From an optimization exercise on the open Yosys and OpenROAD flow, aimed at small area and a short achievable clock period; shortcuts taken in it are not production practice. RTL that was checked went through simulation tests only; none was proved equivalent to the original. Power is estimated from default activity; no workload was simulated.

cedar:
// FIR
module FIR(Dout, Din, clk, reset);
output	[17:0]	Dout;
input 	[7:0] 	Din;
input 		clk, reset;
reg [7:0] h1, h2, h3, h4, h5, h6, h7;
reg [15:0] R;
wire s1, c1;
HA u1 (.a(h2[0]), .b(h4[0]), .s(s1), .co(c1));
wire s2, c2;
FA u2 (.a(h2[1]), .b(h4[1]), .c(c1), .s(s2), .co(c2));
wire s3, c3;
FA u3 (.a(h2[2]), .b(h4[2]), .c(c2), .s(s3), .co(c3));
wire s4, c4;
FA u4 (.a(h2[3]), .b(h4[3]), .c(c3), .s(s4), .co(c4));
wire s5, c5;
FA u5 (.a(h2[4]), .b(h4[4]), .c(c4), .s(s5), .co(c5));
wire s6, c6;
FA u6 (.a(h2[5]), .b(h4[5]), .c(c5), .s(s6), .co(c6));
wire s7, c7;
FA u7 (.a(h2[6]), .b(h4[6]), .c(c6), .s(s7), .co(c7));
wire s8, c8;
FA u8 (.a(h2[7]), .b(h4[7]), .c(c7), .s(s8), .co(c8));
wire s9, c9;
FA u9 (.a(h6[0]), .b(h7[0]), .c(Din[0]), .s(s9), .co(c9));
wire n10 = ~s1;
wire s11, c11;
FA u11 (.a(h6[1]), .b(h7[1]), .c(n10), .s(s11), .co(c11));
wire s12, c12;
FA u12 (.a(s11), .b(Din[1]), .c(c9), .s(s12), .co(c12));
wire n13 = ~h7[2];
wire s14, c14;
FA u14 (.a(h3[0]), .b(n13), .c(h6[2]), .s(s14), .co(c14));
wire n15 = ~c11;
wire s16, c16;
FA u16 (.a(s14), .b(s2), .c(n15), .s(s16), .co(c16));
wire n17 = ~s16;
wire s18, c18;
FA u18 (.a(n17), .b(Din[2]), .c(c12), .s(s18), .co(c18));
wire s19, c19;
FA u19 (.a(h6[3]), .b(h7[3]), .c(h6[2]), .s(s19), .co(c19));
wire s20, c20;
FA u20 (.a(h3[1]), .b(h7[0]), .c(c14), .s(s20), .co(c20));
wire s21, c21;
FA u21 (.a(s20), .b(s3), .c(c16), .s(s21), .co(c21));
wire n22 = ~s21;
wire s23, c23;
FA u23 (.a(s19), .b(n22), .c(Din[3]), .s(s23), .co(c23));
wire s24, c24;
FA u24 (.a(h6[0]), .b(h6[4]), .c(h7[4]), .s(s24), .co(c24));
wire s25, c25;
FA u25 (.a(h3[0]), .b(h3[2]), .c(h7[1]), .s(s25), .co(c25));
wire s26, c26;
FA u26 (.a(s1), .b(c19), .c(s24), .s(s26), .co(c26));
wire n27 = ~s26;
wire s28, c28;
  ...
==> module FIR_dout, before the edit <==
module FIR_dout(input [15:0] R, input [7:0] Din, output [15:0] y);
assign y = R + {5'b0, Din, 3'b0} + {8'b0, ~Din};
endmodule
clock: 13.0 ns
lec_check: 0
abc_clock_period_in_ps: 2000
cap_margin: 20
core_margin: 2
core_utilization: 65
slew_margin: 20
synth_hierarchical: 1
standard.sh (not shown) runs the stock make flow with config.mk's settings and CLKGATE_MAP_FILE= SYNTH_SCRIPT=/design/flow/synth_recipe.tcl, a recipe that flattens the netlist after the stock synthesis.
==> flow/flow/run.sh <==
#!/bin/bash
# Layout flow: the standard flow (standard.sh), with its standard synthesis
# unchanged, then the layout steps with a larger setup margin for repair_timing,
# faster port buffers and a smaller clock tree. Each step's full output goes to
# a log in this folder.
set -euo pipefail
bash standard.sh synth > log_synth.txt 2>&1
bash standard.sh SETUP_SLACK_MARGIN=5.5 \
  "BUFFER_PORTS_ARGS=-buffer_cell sky130_fd_sc_hd__buf_2" \
  "CTS_ARGS=-sink_clustering_enable -repair_clock_nets -dont_use_dummy_load -buf_list sky130_fd_sc_hd__clkbuf_8 -sink_clustering_size 36 -sink_clustering_max_diameter 100" \
  finish > log_layout.txt 2>&1
Setup changes, cedar to maple
-- flow/design.v --
<<< cedar, line 352
endmodule
module FIR_dout(input [15:0] R, input [7:0] Din, output [15:0] y);
assign y = R + {5'b0, Din, 3'b0} + {8'b0, ~Din};
endmodule
module FA(input a, input b, input c, output s, output co);
>>> maple, line 352
endmodule
module FIR_dout(input [15:0] R, input [7:0] Din, output [15:0] y);
wire n213 = ~Din[0];
wire s214, c214;
HA u214 (.a(R[0]), .b(n213), .s(s214), .co(c214));
wire n215 = ~Din[1];
wire s216, c216;
HA u216 (.a(R[1]), .b(n215), .s(s216), .co(c216));
wire n217 = ~Din[2];
wire s218, c218;
HA u218 (.a(R[2]), .b(n217), .s(s218), .co(c218));
wire n219 = ~Din[3];
wire s220, c220;
FA u220 (.a(R[3]), .b(Din[0]), .c(n219), .s(s220), .co(c220));
wire n221 = ~Din[4];
wire s222, c222;
FA u222 (.a(R[4]), .b(Din[1]), .c(n221), .s(s222), .co(c222));
wire n223 = ~Din[5];
wire s224, c224;
FA u224 (.a(R[5]), .b(Din[2]), .c(n223), .s(s224), .co(c224));
wire n225 = ~Din[6];
wire s226, c226;
FA u226 (.a(R[6]), .b(Din[3]), .c(n225), .s(s226), .co(c226));
wire n227 = ~Din[7];
wire s228, c228;
FA u228 (.a(R[7]), .b(Din[4]), .c(n227), .s(s228), .co(c228));
wire s229, c229;
HA u229 (.a(R[8]), .b(Din[5]), .s(s229), .co(c229));
wire s230, c230;
HA u230 (.a(R[9]), .b(Din[6]), .s(s230), .co(c230));
wire s231, c231;
HA u231 (.a(R[10]), .b(Din[7]), .s(s231), .co(c231));
wire [15:0] ya = {R[15], R[14], R[13], R[12], R[11], s231, s230, s229, s228, s226, s224, s222, s220, s218, s216, s214};
wire [15:0] yb = {1'b0, 1'b0, 1'b0, 1'b0, c231, c230, c229, c228, c226, c224, c222, c220, c218, c216, c214, 1'b0};
assign y = ya + yb;
endmodule
module FA(input a, input b, input c, output s, output co);
[summary]
- Utilization down 0.39 points in maple wrt cedar
- Area fraction of clock buffers and clock inverters across cedar and maple: no real change.
- The biggest cell delay along the critical path in maple was lower than what cedar gave.
- [maple] sequential element share of the synthesized area fell 0.55 points relative to cedar
- Measured against each other, cedar and maple differ in critical path depth, the higher figure coming from cedar.
- cedar and maple ended up with nearly the same worst hold slack.
- Summary — total leakage power, maple relative to cedar: higher, by about 0.45%.
- cedar reports its capturing instance or port of the critical path as Dout[11] while maple reports Dout[12].
- In summary, maple completed successfully, with a layout that passed the timing, design-rule and antenna checks.
- Taking cedar as the reference, in maple maximum achievable frequency +about 0.6%; wire length -100 um; internal power consumption ~0 delta.
- Taking cedar as the reference, in maple power lost 0.94%; placement-stage worst setup slack picked up an extra 0.076 ns; final critical-path required period lost 0.043 ns.
The RTL of cedar was laid out without a check of its function.

---

lane 3:
Another version of the RTL of FIR (not shown whole).
Size: about 28 I/O pins.
Design FIR, start of the top module:
module FIR(Dout, Din, clk, reset);
output	[17:0]	Dout;
input 	[7:0] 	Din;
input 		clk, reset;
reg [7:0] h1, h2, h3, h4, h5, h6, h7;
reg [15:0] R;
wire s1, c1;
HA u1 (.a(h2[0]), .b(h4[0]), .s(s1), .co(c1));
wire s2, c2;
FA u2 (.a(h2[1]), .b(h4[1]), .c(c1), .s(s2), .co(c2));
wire s3, c3;
FA u3 (.a(h2[2]), .b(h4[2]), .c(c2), .s(s3), .co(c3));
wire s4, c4;
FA u4 (.a(h2[3]), .b(h4[3]), .c(c3), .s(s4), .co(c4));
wire s5, c5;
FA u5 (.a(h2[4]), .b(h4[4]), .c(c4), .s(s5), .co(c5));
wire s6, c6;
FA u6 (.a(h2[5]), .b(h4[5]), .c(c5), .s(s6), .co(c6));
wire s7, c7;
FA u7 (.a(h2[6]), .b(h4[6]), .c(c6), .s(s7), .co(c7));
wire s8, c8;
FA u8 (.a(h2[7]), .b(h4[7]), .c(c7), .s(s8), .co(c8));
wire s9, c9;
HA u9 (.a(s1), .b(h3[0]), .s(s9), .co(c9));
wire s10, c10;
FA u10 (.a(s2), .b(h3[1]), .c(c9), .s(s10), .co(c10));
wire s11, c11;
FA u11 (.a(s3), .b(h3[2]), .c(c10), .s(s11), .co(c11));
wire s12, c12;
FA u12 (.a(s4), .b(h3[3]), .c(c11), .s(s12), .co(c12));
wire s13, c13;
FA u13 (.a(s5), .b(h3[4]), .c(c12), .s(s13), .co(c13));
wire s14, c14;
FA u14 (.a(s6), .b(h3[5]), .c(c13), .s(s14), .co(c14));
wire s15, c15;
FA u15 (.a(s7), .b(h3[6]), .c(c14), .s(s15), .co(c15));
wire s16, c16;
FA u16 (.a(s8), .b(h3[7]), .c(c15), .s(s16), .co(c16));
wire s17, c17;
HA u17 (.a(c8), .b(c16), .s(s17), .co(c17));
wire s18, c18;
FA u18 (.a(h6[0]), .b(h7[0]), .c(Din[0]), .s(s18), .co(c18));
wire n19 = ~s1;
wire s20, c20;
FA u20 (.a(h6[1]), .b(h7[1]), .c(n19), .s(s20), .co(c20));
wire s21, c21;
FA u21 (.a(s20), .b(Din[1]), .c(c18), .s(s21), .co(c21));
wire n22 = ~h6[2];
wire s23, c23;
FA u23 (.a(h3[0]), .b(h7[2]), .c(n22), .s(s23), .co(c23));
wire n24 = ~s2;
wire s25, c25;
FA u25 (.a(s23), .b(n24), .c(c20), .s(s25), .co(c25));
wire s26, c26;
FA u26 (.a(s25), .b(Din[2]), .c(c21), .s(s26), .co(c26));
wire s27, c27;
  ...
Settings: LEC_CHECK=0, ABC_CLOCK_PERIOD_IN_PS=2000, CAP_MARGIN=20, CORE_MARGIN=2, CORE_UTILIZATION=65, SLEW_MARGIN=20, SYNTH_HIERARCHICAL=1; clock period 13.0 ns.
Scripts as last shown in full above: flow/flow/run.sh
--- input diff lane 3..lane 5 ---
--- a/flow/design.v
+++ b/flow/design.v
@@ -1,31 +1,31 @@
 module FIR(Dout, Din, clk, reset);
 output	[17:0]	Dout;
 input 	[7:0] 	Din;
 input 		clk, reset;
 reg [7:0] h1, h2, h3, h4, h5, h6, h7;
 reg [15:0] R;
 wire s1, c1;
-HA u1 (.a(h2[0]), .b(h4[0]), .s(s1), .co(c1));
+HA u1 (.a(~h2[0]), .b(h4[0]), .s(s1), .co(c1));
 wire s2, c2;
-FA u2 (.a(h2[1]), .b(h4[1]), .c(c1), .s(s2), .co(c2));
+FA u2 (.a(~h2[1]), .b(h4[1]), .c(c1), .s(s2), .co(c2));
 wire s3, c3;
-FA u3 (.a(h2[2]), .b(h4[2]), .c(c2), .s(s3), .co(c3));
+FA u3 (.a(~h2[2]), .b(h4[2]), .c(c2), .s(s3), .co(c3));
 wire s4, c4;
-FA u4 (.a(h2[3]), .b(h4[3]), .c(c3), .s(s4), .co(c4));
+FA u4 (.a(~h2[3]), .b(h4[3]), .c(c3), .s(s4), .co(c4));
 wire s5, c5;
-FA u5 (.a(h2[4]), .b(h4[4]), .c(c4), .s(s5), .co(c5));
+FA u5 (.a(~h2[4]), .b(h4[4]), .c(c4), .s(s5), .co(c5));
 wire s6, c6;
-FA u6 (.a(h2[5]), .b(h4[5]), .c(c5), .s(s6), .co(c6));
+FA u6 (.a(~h2[5]), .b(h4[5]), .c(c5), .s(s6), .co(c6));
 wire s7, c7;
-FA u7 (.a(h2[6]), .b(h4[6]), .c(c6), .s(s7), .co(c7));
+FA u7 (.a(~h2[6]), .b(h4[6]), .c(c6), .s(s7), .co(c7));
 wire s8, c8;
-FA u8 (.a(h2[7]), .b(h4[7]), .c(c7), .s(s8), .co(c8));
+FA u8 (.a(~h2[7]), .b(h4[7]), .c(c7), .s(s8), .co(c8));
 wire s9, c9;
 HA u9 (.a(s1), .b(h3[0]), .s(s9), .co(c9));
 wire s10, c10;
 FA u10 (.a(s2), .b(h3[1]), .c(c9), .s(s10), .co(c10));
 wire s11, c11;
 FA u11 (.a(s3), .b(h3[2]), .c(c10), .s(s11), .co(c11));
 wire s12, c12;
 FA u12 (.a(s4), .b(h3[3]), .c(c11), .s(s12), .co(c12));
 wire s13, c13;
@@ -308,74 +308,42 @@
 wire n201 = s121 ^ n186;
 wire [15:0] Rn = {n201, n200, n199, n198, n197, n196, n195, n194, n193, n192, n191, n190, n122, s26, s21, s18};
 wire [15:0] y;
 FIR_dout udout (.R(R), .Din(Din), .y(y));
 always @(posedge clk)
 begin
 	if (reset)
 	begin
 		h1 <= 8'hff;
-		h2 <= 8'h00;
+		h2 <= 8'hff;
 		h3 <= 8'h00;
 		h4 <= 8'h00;
 		h5 <= 8'hff;
 		h6 <= 8'h00;
 		h7 <= 8'hff;
 		R <= 16'd65281;
 	end
 	else
 	begin
 		h1 <= ~Din;
-		h2 <= ~h1;
-		h3 <= h2;
+		h2 <= h1;
+		h3 <= ~h2;
 		h4 <= h3;
 		h5 <= ~h4;
 		h6 <= ~h5;
 		h7 <= ~h6;
 		R <= Rn;
 	end
 end
 assign Dout = {2'b00, y};
 endmodule
 module FIR_dout(input [15:0] R, input [7:0] Din, output [15:0] y);
-wire n202 = ~Din[0];
-wire s203, c203;
-HA u203 (.a(R[0]), .b(n202), .s(s203), .co(c203));
-wire n204 = ~Din[1];
-wire s205, c205;
-HA u205 (.a(R[1]), .b(n204), .s(s205), .co(c205));
-wire n206 = ~Din[2];
-wire s207, c207;
-HA u207 (.a(R[2]), .b(n206), .s(s207), .co(c207));
-wire n208 = ~Din[3];
-wire s209, c209;
-FA u209 (.a(R[3]), .b(Din[0]), .c(n208), .s(s209), .co(c209));
-wire n210 = ~Din[4];
-wire s211, c211;
-FA u211 (.a(R[4]), .b(Din[1]), .c(n210), .s(s211), .co(c211));
-wire n212 = ~Din[5];
-wire s213, c213;
-FA u213 (.a(R[5]), .b(Din[2]), .c(n212), .s(s213), .co(c213));
-wire n214 = ~Din[6];
-wire s215, c215;
-FA u215 (.a(R[6]), .b(Din[3]), .c(n214), .s(s215), .co(c215));
-wire n216 = ~Din[7];
-wire s217, c217;
-FA u217 (.a(R[7]), .b(Din[4]), .c(n216), .s(s217), .co(c217));
-wire s218, c218;
-HA u218 (.a(R[8]), .b(Din[5]), .s(s218), .co(c218));
-wire s219, c219;
-HA u219 (.a(R[9]), .b(Din[6]), .s(s219), .co(c219));
-wire s220, c220;
-HA u220 (.a(R[10]), .b(Din[7]), .s(s220), .co(c220));
-wire [15:0] ya = {R[15], R[14], R[13], R[12], R[11], s220, s219, s218, s217, s215, s213, s211, s209, s207, s205, s203};
-wire [15:0] yb = {1'b0, 1'b0, 1'b0, 1'b0, c220, c219, c218, c217, c215, c213, c211, c209, c207, c205, c203, 1'b0};
-assign y = ya + yb;
+assign y = R + {5'b0, Din, 3'b0} + {8'b0, ~Din};
 endmodule
 module FA(input a, input b, input c, output s, output co);
 assign s = a ^ b ^ c;
 assign co = (a & b) | (a & c) | (b & c);
 endmodule
 module HA(input a, input b, output s, output co);
 assign s = a ^ b;
 assign co = a & b;
 endmodule
[summary]
| clock group power | lane 5 vs lane 3 | ≈ equal |
Compared with lane 3, lane 5 shows a depth of the critical timing path with buffers and inverters included that is 1 lower.
[lane 5 vs lane 3] wire length of the first global-routing pass: lower in lane 5
[compare] base=lane 3 new=lane 5: wire length now sits at about the same level; post-detailed-route wirelength per cell now sits higher.
For lane 3, the destination of the critical timing path was Dout[11], unlike lane 5, where it was Dout[9].
Function was not checked in any run of this note: the RTL went through the layout flow alone.

## static timing again, ports no longer ideal
The flow's constraints put no driver on any port. The routed layouts listed below were extracted and timed again, unchanged, in two steps.
Step 1 sets driving cells, clkbuf_16 on the clock port and buf_2 on the other inputs (assumed; they add their load-dependent delay and slew).
Step 2 moves the port delays by t, midway between the first and last clock arrival at a register: inputs arrive t later, outputs are due t later. That takes back most of the time a late clock gives input paths.
a / b / c = ideal / step 1 / step 2; a / b = the first two.
run | t, ns | setup slack, ns | worst hold slack (ns) | worst setup path after step 2 | cell pins on the clock port's net
cedar | 0.371 | 5.628 / 5.605 / 5.605 | 0.392 / 0.392 / 0.392 | input to output | 1
maple | 0.355 | 5.671 / 5.651 / 5.651 | 0.392 / 0.392 / 0.392 | input to output | 1
lane 3 | 0.374 | 5.656 / 5.634 / 5.634 | 0.385 / 0.385 / 0.385 | input to output | 1
lane 5 | 0.367 | 5.605 / 5.584 / 5.584 | 0.382 / 0.382 / 0.382 | input to output | 1
After both steps every run listed still meets setup and hold. The setup slack of cedar, which loses most, moves by -0.023 ns with the drivers and by -0.023 ns with both steps.
